Background: an optimization exercise with open tools, aiming at small area and a short achievable clock period. Do not read the settings as production practice. The RTL was checked by simulation tests, not by an equivalence proof against the original design. Power figures rest on the tool's default switching activity, not on a simulated workload.

$ cat flow/config.mk
export PLATFORM = sky130hd
export DESIGN_NAME = MyMain
export DESIGN_NICKNAME = MyMain
export VERILOG_FILES = /design/flow/design.v
export SDC_FILE = /design/flow/constraint.sdc
export NUM_CORES = 4
export LEC_CHECK = 0
export CAP_MARGIN = 20
export CORE_MARGIN = 2
export CORE_UTILIZATION = 40
export SLEW_MARGIN = 20
$ cat flow/constraint.sdc
create_clock -name core_clock -period 125.0 [get_ports {clk}]
set_input_delay 25.0000 -clock core_clock [delete_from_list [all_inputs] [get_ports {clk}]]
set_output_delay 25.0000 -clock core_clock [all_outputs]
set_load 0.01 [all_outputs]
$ cat flow/design.v
module SegmentDriver( Display, Number);
output[6:0] Display;
input[3:0] Number;
reg[6:0] Display;
always @*
case( Number )
	0: Display = 7'b1000000;
	1: Display = 7'b1111001;
	2: Display = 7'b0100100;
	3: Display = 7'b0110000;
	4: Display = 7'b0011001;
	5: Display = 7'b0010010;
	6: Display = 7'b0000011;
	7: Display = 7'b1111000;
	8: Display = 7'b0000000;
	9: Display = 7'b0011000;
	default: Display = 7'b0000110;
endcase
endmodule
module Keyboard(KeyData, kyClk, kyData, clk, rst);
input kyClk, kyData, clk, rst;
output[7:0] KeyData;
reg[7:0] KeyData;
reg[7:0] tempdata;
reg[31:0] cycles;
reg gotStart;
reg newKbClk;
reg [20:0] countKb;
reg[10:0] element;
reg keyup;
reg oldKbClk;
 always@(posedge clk)
 begin
	oldKbClk = newKbClk;
	if( rst )
	begin
		countKb = 0;
		newKbClk = 0;
		tempdata = 0;
		cycles = 0;
		gotStart = 0;
		element = 0;
		KeyData <= 0;
		keyup = 0;
	end
	else
	begin
	countKb = {countKb[19:0], kyClk};  
	if(countKb == 21'h00000f)  
	begin
		newKbClk = 1;
	end
	else
	if(countKb == 21'h000000)
		newKbClk = 0;
	else
		newKbClk = newKbClk;
	if( oldKbClk == 1 && newKbClk == 0 )
	begin
		if( (kyData == 0) )
		begin 
			 gotStart = 1;
		end
	   if ( (gotStart == 1) && (cycles < 9) && (cycles > 0))
		begin
			tempdata[element] = kyData;
			element = element +1;
		end
		if(cycles >= 10 )
		begin		
			cycles = 0;
			element = 0;
			if( gotStart == 1 )
			begin
				if( tempdata == 8'b11110000 )
				begin
					keyup = 1;
					KeyData <= 8'b11110000;
				end
				else if( keyup == 0 && tempdata != 8'b11110000 )
				begin
					KeyData <= tempdata;
				end
				else
				begin
					KeyData <= 8'b11110000;
					keyup = 0;
				end
			end
			gotStart = 0;
		end
		else
			cycles = cycles + 1;
	end
	end
 end
endmodule
module VGADriver(R, G, B, Vsync, Hsync, sysclk,curnum0, curnum1, curnum2, curnum3, KeyData, rst);
parameter PADDLE_STEP = 30*30*100;
parameter BALL_STEP = 30*30*75;
parameter WIN_TIME = 9000000;
parameter GOAL_STEP = 5;
input sysclk, rst;
input[7:0] KeyData;
output[3:0] curnum0, curnum1, curnum2, curnum3;
reg[3:0] curnum0, curnum1, curnum2, curnum3;
output[3:0] R, G, B;
reg[3:0] R, G, B;
output Vsync, Hsync;
reg Vsync, Hsync;
reg iclk;
reg[31:0] Vcount;
reg[31:0] Hcount;
reg aclk;
reg[31:0] count;
reg[31:0]  dx;
reg[31:0]  dy;
reg[31:0] X_top;
reg[31:0] Y_top;
localparam [31:0] X_width = 30;
localparam [31:0] Y_width = 30;
reg[31:0] A_inc;
reg[31:0] dxb;
reg[31:0] dyb;
reg[31:0] X_topb;
reg[31:0] Y_topb;
localparam [31:0] X_widthb = 30;
localparam [31:0] Y_widthb = 30;
reg[31:0] A_incb;
localparam [31:0] timeb = 75;
localparam [31:0] gravityb = 5;
reg [31:0] X_toplg;
localparam [31:0] X_widthg = 10;
localparam [31:0] Y_widthg = 30;
reg[31:0] X_toprg;
localparam [31:0] Y_topg = 0;
localparam [31:0] X_topc = 220;
localparam [31:0] X_widthc = 200;
localparam [31:0] Y_topc = 180;
localparam [31:0] Y_widthc = 20;
reg win;
reg[31:0] displaycount;
localparam [31:0] displaywin=WIN_TIME;  
always@(posedge sysclk)
begin
	if( rst )
		iclk <= 0;
	else
		iclk <= ~iclk;
end
always@(posedge sysclk)
begin
	if( rst )
	begin
		count = 0;
		aclk = 0;
	end
	else
	if( count > 20000 )
	begin
		aclk = ~aclk;
	end
	else
		count = count +1;
end
always@(posedge sysclk )
begin
	if( rst )
	begin
		Vcount = 0;
		Hcount = 0;
		Vsync = 0;
		Hsync = 0;
		R <= 0;
		G <= 0;
		B <= 0;
		dx = 0;
		dy = 0;
		X_top = 304;
		Y_top = 445;
		A_inc = 0;
		dxb = 1;
		dyb = 0;
		X_topb = 304;
		Y_topb = 300;
		A_incb = 0;
		X_toplg = 0;
		X_toprg = 630;
		win = 0;
		displaycount = 0;
		curnum0 = 0;
		curnum1 = 0;
		curnum2 = 0;
		curnum3 = 0;
	end
	else
	if( iclk == 0 )
	begin
	if( Vcount < 480 && Hcount < 640 )
		begin
		if( win == 0 )
		begin
			if( KeyData == 8'b00011100)  
				dx = -1;
			if( KeyData == 8'b00100011)  
				dx = 1;
			if( KeyData == 8'b00011101)  
				dy = -1;
			if( KeyData == 8'b00011011)  
				dy = 1;
			if( KeyData == 8'b11110000)  
			begin
				dx = 0;
				dy = 0;
			end
			if( ((X_top + X_width + dx) >= 639 || (X_top+dx <= 0)) )  
					dx = 0;
			if( ((Y_top + Y_width + dy) >= 479 || (Y_top+dy <= 0)) )  
					dy = 0;
			if( ((X_topb + X_widthb + dxb) >= 639 || (X_topb+dxb <= 0)) )  
					dxb = dxb*-1;
			if( ((Y_topb + Y_widthb + dyb) >= 479 || (Y_topb+dyb <= 0)) )  
					dyb = dyb*-1;
			if( (Y_topb + Y_widthb +dyb < 5)||(Y_topb +dyb > 475)|| (X_topb + X_widthb +dxb < 5)|| (X_topb+dxb > 635 ) )
			begin
					X_topb = 304;
					Y_topb = 400;
					dxb = -1;
			end
			if( (Y_topb > Y_topg) && (Y_topb < Y_topg+Y_widthg/10))
			begin
				if( (X_topb > X_toplg+X_widthg) && (X_topb+X_widthb < X_toprg) )
				begin
					X_toplg = X_toplg + GOAL_STEP;
					X_toprg = X_toprg - GOAL_STEP;
						X_top = 304;
						Y_top = 445;
						X_topb = 304;
						Y_topb = 300;
						dy = 0;
						dx = 0;
						dyb = 0;
						dxb = -1;
						curnum0 = curnum0 +1;
						if( curnum0 >= 10)	
							begin 
								curnum0 = 0;
								curnum1 = curnum1 +1;
							end
						if(curnum1 >= 10)
							begin
								curnum1 = 0;
								curnum2 = curnum2 +1;
							end
						if( curnum2 >= 10)
							begin
								curnum2 = 0;
								curnum3 = curnum3 + 1;
							end
						if( curnum3 >= 10 )
							begin
								curnum3 = 0;
						end
						if( (X_widthb+10) > ( X_toprg - (X_toplg + X_width)))
						begin
							win = 1;
						end
				end
			end
			if( ((Y_topb +dyb >= Y_top && Y_topb+dyb <= (Y_top+Y_width) )) ||
						((Y_topb+Y_width+dyb) >= Y_top) && ((Y_topb+Y_width +dyb <= Y_top+Y_width)) )  
			begin
					if( ((X_topb+dxb >= X_top && X_topb+dxb <= (X_top+X_width) )) ||
						((X_topb+X_width+dxb) >= X_top) && ((X_topb+X_width+dxb <= X_top+X_width)) )
						begin
							if( dyb == 0)
								dyb = dy;
							else
								dyb = dyb*-1;
								end
			end		
			if( ((X_topb+dxb >= X_top && X_topb+dxb <= (X_top+X_width) )) ||
						((X_topb+X_width+dxb) >= X_top) && ((X_topb+X_width+dxb <= X_top+X_width)) )	 
			begin
					if( ((Y_topb +dyb >= Y_top && Y_topb+dyb <= (Y_top+Y_width) )) ||
						((Y_topb+Y_width+dyb) >= Y_top) && ((Y_topb+Y_width +dyb <= Y_top+Y_width)) )
						begin
							if( dxb == 0)
								dxb = dx;
							else
								dxb = dxb*-1;
						end
			end
			if( ((Y_topb +dyb >= Y_topg && Y_topb+dyb <= (Y_topg+Y_widthg) )) ||
						((Y_topb+Y_width+dyb) >= Y_topg) && ((Y_topb+Y_width +dyb <= Y_topg+Y_widthg)) )  
			begin
					if( ((X_topb+dxb >= X_toplg && X_topb+dxb <= (X_toplg+X_widthg) )) ||
						((X_topb+X_width+dxb) >= X_toplg) && ((X_topb+X_width+dxb <= X_toplg+X_widthg)) )
						begin
							dyb = dyb*-1;
						end
			end
			if( ((X_topb+dxb >= X_toplg && X_topb+dxb <= (X_toplg+X_widthg) )) ||
						((X_topb+X_width+dxb) >= X_toplg) && ((X_topb+X_width+dxb <= X_toplg+X_widthg)) )	 
			begin
					if( ((Y_topb +dyb >= Y_topg && Y_topb+dyb <= (Y_topg+Y_widthg) )) ||
						((Y_topb+Y_width+dyb) >= Y_topg) && ((Y_topb+Y_width +dyb <= Y_topg+Y_widthg)) )
						begin
							dxb = dxb*-1;
						end
			end
			if( ((Y_topb +dyb >= Y_topg && Y_topb+dyb <= (Y_topg+Y_widthg) )) ||
						((Y_topb+Y_width+dyb) >= Y_topg) && ((Y_topb+Y_width +dyb <= Y_topg+Y_widthg)) )  
			begin
					if( ((X_topb+dxb >= X_toprg && X_topb+dxb <= (X_toprg+X_widthg) )) ||
						((X_topb+X_width+dxb) >= X_toprg) && ((X_topb+X_width+dxb <= X_toprg+X_widthg)) )
						begin
							dyb = dyb*-1;
						end
			end
			if( ((X_topb+dxb >= X_toprg && X_topb+dxb <= (X_toprg+X_widthg) )) ||
						((X_topb+X_width+dxb) >= X_toprg) && ((X_topb+X_width+dxb <= X_toprg+X_widthg)) )	 
			begin
					if( ((Y_topb +dyb >= Y_topg && Y_topb+dyb <= (Y_topg+Y_widthg) )) ||
						((Y_topb+Y_width+dyb) >= Y_topg) && ((Y_topb+Y_width +dyb <= Y_topg+Y_widthg)) )
						begin
							dxb = dxb*-1;
						end
			end
			if( ((Y_topb +dyb >= Y_topc && Y_topb+dyb <= (Y_topc+Y_widthc) )) ||
						((Y_topb+Y_width+dyb) >= Y_topc) && ((Y_topb+Y_width +dyb <= Y_topc+Y_widthc)) )  
			begin
					if( ((X_topb+dxb >= X_topc && X_topb+dxb <= (X_topc+X_widthc) )) ||
						((X_topb+X_width+dxb) >= X_topc) && ((X_topb+X_width+dxb <= X_topc+X_widthc)) )
						begin
							dyb = dyb *-1;
							dxb = dxb *-1;
						end
			end		
			if( ((X_topb+dxb >= X_topc && X_topb+dxb <= (X_topc+X_widthc) )) ||
						((X_topb+X_width+dxb) >= X_topc) && ((X_topb+X_width+dxb <= X_topc+X_widthc)) )	 
			begin
					if( ((Y_topb +dyb >= Y_topc && Y_topb+dyb <= (Y_topc+Y_widthc) )) ||
						((Y_topb+Y_width+dyb) >= Y_topc) && ((Y_topb+Y_width +dyb <= Y_topc+Y_widthc)) )
						begin
								dxb = dxb *-1;
								dyb = dyb *-1;
						end
			end
				if( A_inc >= PADDLE_STEP)
					begin
						X_top = X_top + dx;
						Y_top = Y_top + dy;
						A_inc = 0; 
					end
				else	
					A_inc = A_inc + 1;
				if( A_incb >= BALL_STEP)
					begin
						X_topb = X_topb + dxb;
						Y_topb = Y_topb + dyb;
						A_incb = 0; 
					end
				else	
					A_incb = A_incb + 1;
			R <= 4'b1100;
			G <= 4'b1100;
			B <= 4'b1100;
			if(Hcount >= 0 && Hcount < 5)
				begin
						R <= 4'b1001;
						G <= 4'b1100;
						B <= 4'b1111;
				end
			if( Hcount > 635 && Hcount < 640 )
			begin
						R <= 4'b1001;
						G <= 4'b1100;
						B <= 4'b1111;
			end
			if( Vcount >= 0 && Vcount < 5)
				begin
						R <= 4'b1001;
						G <= 4'b1100;
						B <= 4'b1111;
				end
			if( Vcount > 475 && Vcount < 480)
				begin
						R <= 4'b1001;
						G <= 4'b1100;
						B <= 4'b1111;
				end
			if( Hcount > X_toplg && Hcount < X_toplg + X_widthg )
			begin
				if( Vcount > Y_topg && Vcount < Y_topg + Y_widthg )
				begin
						R <= 4'b1111;
						G <= 4'b1111;
						B <= 4'b0000;
				end
			end
				if( Hcount > X_toprg && Hcount < X_toprg + X_widthg )
				begin
					if( Vcount > Y_topg && Vcount < Y_topg + Y_widthg )
					begin
						R <= 4'b1111;
						G <= 4'b1111;
						B <= 4'b0000;
					end
			end
			if( (Vcount > Y_topc && Vcount < (Y_widthc + Y_topc) ) && (Hcount > X_topc && Hcount < (X_widthc + X_topc) ) )
			begin
					R <= 4'b1111;
					G <= 4'b0000;
					B <= 4'b0000;
			end
			if( (Vcount > Y_top && Vcount < (Y_width + Y_top) ) && (Hcount > X_top && Hcount < (X_width + X_top) ) )
				begin
						R <= 4'b1001;
						G <= 4'b1111;
						B <= 4'b1111;
				end
			if( (Vcount > Y_topb && Vcount < (Y_widthb + Y_topb) ) && (Hcount > X_topb && Hcount < (X_widthb + X_topb) ) )
				begin
						R <= 4'b1111;
						G <= 4'b0110;
						B <= 4'b0000;
				end
		end	 
		else  
			begin
				if( displaycount > displaywin)
				begin
						win = 0;
						displaycount =0;
						X_toplg = 0;
						X_toprg = 630;
						X_top = 304;
						Y_top = 445;
						X_topb = 304;
						Y_topb = 300;
						dy = 0;
						dx = 0;
						dyb = 0;
						dxb = 1;
						curnum0 = 4'b0000;
						curnum1 = 4'b0000;
						curnum2 = 4'b0000;
						curnum3 = 4'b0000;
				end
				else
				begin
					displaycount = displaycount +1;
					R <= 4'b1111;
					G <= 4'b1111;
					B <= 4'b1111;
				end
			end  
		end
	else 	 
		begin
			R <= 4'b0000;
			G <= 4'b0000;
			B <= 4'b0000;
		end
	if( Hcount > 655 && Hcount < 752 )
	begin
		 Hsync = 0;
	end
	else
		Hsync = 1;
	if( Hcount >= 800 )
	begin
		Hcount = 0;
		Vcount = Vcount + 1;
	end
	if( Vcount > 490 && Vcount < 492)
	begin
		 Vsync = 0;
	end
	else  
		Vsync = 1;
	if( Vcount >= 525)
	begin
		Vcount = 0;
	end
	Hcount = Hcount + 1;
	end
end
endmodule
module MyMain( R, G, B,Vsync, Hsync,Display0, Display1, Display2, Display3, kyClk, kyData, clk,kd, c0, c1, c2, c3, rst);
output[3:0] R, G, B;
output Vsync, Hsync;
input kyClk, kyData, clk;
input rst;  
output[7:0] kd;
wire[7:0] KeyData;
output[ 6:0 ] Display0, Display1, Display2,Display3;
wire[3:0] curnum0, curnum1, curnum2, curnum3;
output[3:0] c0, c1, c2, c3;
assign kd = KeyData;
assign  c0 = curnum0;
assign c1 = curnum1;
assign c2 = curnum2;
assign c3 = curnum3;
SegmentDriver SegmD0(Display0, curnum0);
SegmentDriver SegmD1(Display1, curnum1);
SegmentDriver SegmD2(Display2, curnum2);
SegmentDriver SegmD3(Display3, curnum3);
Keyboard KBD(KeyData, kyClk, kyData, clk, rst);
VGADriver #(.PADDLE_STEP(63), .BALL_STEP(3), .WIN_TIME(20000), .GOAL_STEP(25))
            VGAD( R, G, B, Vsync, Hsync, clk, curnum0, curnum1, curnum2, curnum3, KeyData, rst);
endmodule
$ cat flow/run.sh
#!/bin/bash
# synth_recipe.tcl (not shown) runs the flow's synth.tcl, then flattens the netlist and writes it again
# the make line also repeats each setting of config.mk as NAME=value (left out here)
make -C /OpenROAD-flow-scripts/flow DESIGN_CONFIG=/design/flow/config.mk WORK_HOME=/design/flow/orfs CLKGATE_MAP_FILE= SYNTH_SCRIPT=/design/flow/synth_recipe.tcl finish
==> summary.txt <==
Status
  – Status: timing/DRC/antenna clean

STA
  – Slew @ Worst Pin: 1.41 ns
  – Fin crit period: 96.73 ns
  – Fmax achieved: a little over 10 MHz
  – Final Hold Vio Count: 0
  – Final Setup Violations: 0
  – Slew margin rel.: 5.24%
  – Setup TNS: 0 ns
  – Period utilization: 77.4%
  – Unrepaired setup endpoints after global routing: no
  – Slew Viols, Final: 0
  – Post-Route Skew: 0.0911 ns

Final layout
  – Area delta synth->final: 8.92%
  – Final core utilization: between 40% and 50%
  – Final Cell Area: 143000 µm²
  – # fillers: 34000
  – Share of cells above drive strength 1: 5.73%
  – Final nets: 20800

Power and ir drop
  – Power per Cell Area: 23.9 nW/µm²
  – Clk pwr share: 8.0%
  – Switching share of power: 58.9%
  – Worst vdd ir: 0.0183 mV
  – Internal Power: roughly 1.4 mW
  – NetSw: 2.01 mW
  – Combinational fraction of design power: a little over four fifths
  – Sequential cell fraction of total power: 7.1%
  – Leak: 63.0 nW
  – PnR Total Power: 3.41 mW

Yosys
  – Most numerous cell in the Yosys netlist: ha_1
  – EDFF count, synth: 0
  – Synthesized area per cell: between 7 and 8 µm²
  – Synthesized Nets: between 20000 and 25000
  – Post-synth top cells: ha_1 (2294), nor2_1 (1994), a21oi_1 (1514)
  – Mapped Area: roughly 130000 µm²
  – Ys async rst share: 0%
  – Synth unique cells: 135
  – Synth top area cells: ha_1 (22%), dfxtp_1 (9.5%), xnor2_1 (6.6%)
  – Part of the Yosys area used for sequential elements: a little under a tenth
  – Cells after Synth: 18300
  – Synth area leader: ha_1
  – Top_reg_cell synth: dfxtp_1
  – Post-synth top area share: a little over a fifth
  – Register bit total from synthesis: 620
  – Synth warn: 3

Global route
  – Global-route usage over all layers: 39.3%
  – Overflow after GRT: 0
  – Vias in the first global route: about 130k
  – First-pass GRT wire length: roughly 960 mm
  – Initial antenna violation count: 59
  – Largest net degree at the start of global routing: between 100 and 150

Detailed routing
  – WL/cell: 29.7 µm
  – Drt initial violations: 16800
  – Drc violations: 0
  – Routed Antenna Nets: 0
  – Drt total wl: 680 mm
  – 1st-pass router iterations: 7
  – Vias per Instance: 6.31
  – Via count: about 140k

Worst setup path
  – Kind of critical path: flip-flop to flip-flop
  – Crit path max-delay family: compound AO/OA/AOI/OAI gates
  – Worst path bufs/invs: 20
  – Largest stage delay, worst path: 1.12 ns
  – Crit start category: flip-flop
  – CP Max Fanout: 50
  – Crit end category: flip-flop
  – Worst EP required: about 130 ns
  – CP Data Arrival Time: about 100 ns
  – CP max stage cell: dfxtp_1
  – Worst path most repeated cell: o21ai_0

Clock network
  – CTS buffer count: 89
  – CTS Hold Bufs: 0
  – Clk Latency, worst-skew pair: 0.87 ns
  – Clock sink total: 620
  – Max clock buf depth: 4
  – Clock Tree Root: clkbuf_16
  – Post-CTS sizing: 0
  – CTS tree: done
  – Register clock-pin slew on the reported worst setup and hold paths: 0.06 ns
  – H-tree depth: 3
  – Setup bufs post-CTS: 0

Floorplanning
  – Io pins: 70
  – Initial Util: about two fifths
  – Core Footprint: 327000 µm²
  – Row cnt: 210
  – Die height: 576 µm
  – Die W: approximately 580 µm
  – Die area: 332000 µm²

Place
  – Detailed Place HPWL: approximately 560 mm
  – Placed instance area: between 100000 and 150000 µm²
  – Gpl congestion: 1.11
  – Port Buffers: 69

Min path
  – Hold Crit Class: flip-flop to flip-flop

Flow run
  – Max_cap viols: 0
## worst paths after layout
kind,startpoint,endpoint,slack (ns),cells past startpoint
setup / recovery,VGAD.X_topb[9]$_SDFFE_PP0P_,VGAD.G[0]$_SDFFE_PP0P_,28.27,396
hold / removal,KBD.countKb[17]$_SDFF_PP0_,KBD.countKb[18]$_SDFF_PP0_,0.46,1
setup reg to reg,VGAD.X_topb[9]$_SDFFE_PP0P_,VGAD.G[0]$_SDFFE_PP0P_,28.27,396
hold reg to reg,KBD.countKb[17]$_SDFF_PP0_,KBD.countKb[18]$_SDFF_PP0_,0.46,1
## power groups by stage
stage                     clock network, mW  logic, mW  registers, mW
after global placement                    0       2.79          0.245
after global routing                  0.283       3.11          0.242
after floorplan                           0       1.89          0.224
after CTS                             0.276       2.79          0.241
final                                 0.272       2.90          0.244
after detailed placement                  0       2.77          0.245
## kinds of logic (layout without fill, tap and decap cells)
logic type | count (synthesis) | after routing | synth area share, %
adders and majority gates | 2382 | 2382 | 23.3
other | 0 | 38 | 0
xor gates and xnor gates | 1491 | 1491 | 10.1
and+or+nand+nor | 6507 | 6507 | 24.7
AOI/OAI and AO/OA | 5354 | 5354 | 26.0
muxes | 142 | 142 | 1.13
buffers and inverters | 1793 | 1997 | 5.25
DFF | 620 | 620 | 9.48
## routing by layer
| metal | up-vias | GRT usage (%) | part of all wire (%) |
|---|---|---|---|
| met5 | - | 0 | 0.030 |
| met3 | 1967 | 7.59 | 9.0 |
| met1 | 68200 | 47.5 | 39 |
| met2 | 7322 | 60.6 | 42 |
| met4 | 32 | 31.8 | 9.7 |
| li1 | 66900 | - | - |
## metrics by stage
| stage | worst slack [ns] | instances | hold WS [ns] |
|---|---|---|---|
| 6_report | 28.27 | 22900 | 0.464 |
| 5_1_grt | 22.58 | 22800 | 0.470 |
| 4_1_cts | 31.59 | 22800 | 0.465 |
| 3_5_place_dp | 32.16 | 22700 | 0.459 |
| 3_3_place_gp | 32.09 | 22700 | 0.443 |
| 2_1_floorplan | 48.81 | 18300 | 0.430 |
## area by class of cell
| cell class | instances | area, µm² | area share (%) |
|---|---|---|---|
| Antenna cell | 38 | 95.1 | 0.0667 |
| Clock buffer | 122 | 2530 | 1.78 |
| Clock inverter | 37 | 467 | 0.327 |
| Inverter | 1224 | 4590 | 3.22 |
| Multi-Input combinational cell | 15900 | 112000 | 78.7 |
| Sequential cell | 620 | 12400 | 8.70 |
| Tap cell | 4346 | 5440 | 3.81 |
| Timing Repair Buffer | 614 | 4800 | 3.36 |
## worst reg2reg max path, delay by kind of cell, from the launching register on
| family | cells | cell delay (ns) |
|---|---|---|
| fa+ha+maj | 21 | 7.64 |
| xor+xnor | 13 | 4.04 |
| flops | 1 | 1.12 |
| mux | 4 | 1.19 |
| buf+inv | 20 | 6.01 |
| compound gates | 230 | 51.51 |
| simple gates | 108 | 24.99 |
## layout by cell type, fill, tap and decap left out, types with 506 or more instances in the layout
master | synthesis | routed
ha_1 | 2294 | 2294
nor2_1 | 1994 | 1972
a21oi_1 | 1514 | 1511
nand2_1 | 1230 | 1228
inv_1 | 1217 | 1217
o21ai_0 | 1216 | 1199
xnor2_1 | 980 | 966
dfxtp_1 | 620 | 619
a21o_1 | 573 | 573
buf_4 | 12 | 544
nor3_1 | 510 | 506

[afterwards: timing with drivers on the ports]
In the flow no input, the clock included, has a driving cell. The finished layout below was timed again as built, in two steps.
Step 1 sets driving cells, clkbuf_16 on the clock port and buf_2 on the other inputs (assumed; they add their load-dependent delay and slew).
Step 2 times the ports against the registers' clock, not the clock port: input delays grow and output delays shrink by t, the midpoint of the rising clock arrivals with the driver on.
Slacks: ideal ports / drivers / drivers and shift; pairs: ideal ports / drivers.
shift t [ns]: 0.920
setup slack, ns: 28.271 / 28.271 / 28.271
worst register clock-pin slew, ns: 0.07 / 0.07
worst data-port slew with drivers (ns): 0.05
After both steps setup and hold are still met in this run. For this run, drivers alone change the setup slack by 0.000 ns; drivers and shift together by 0.000 ns.
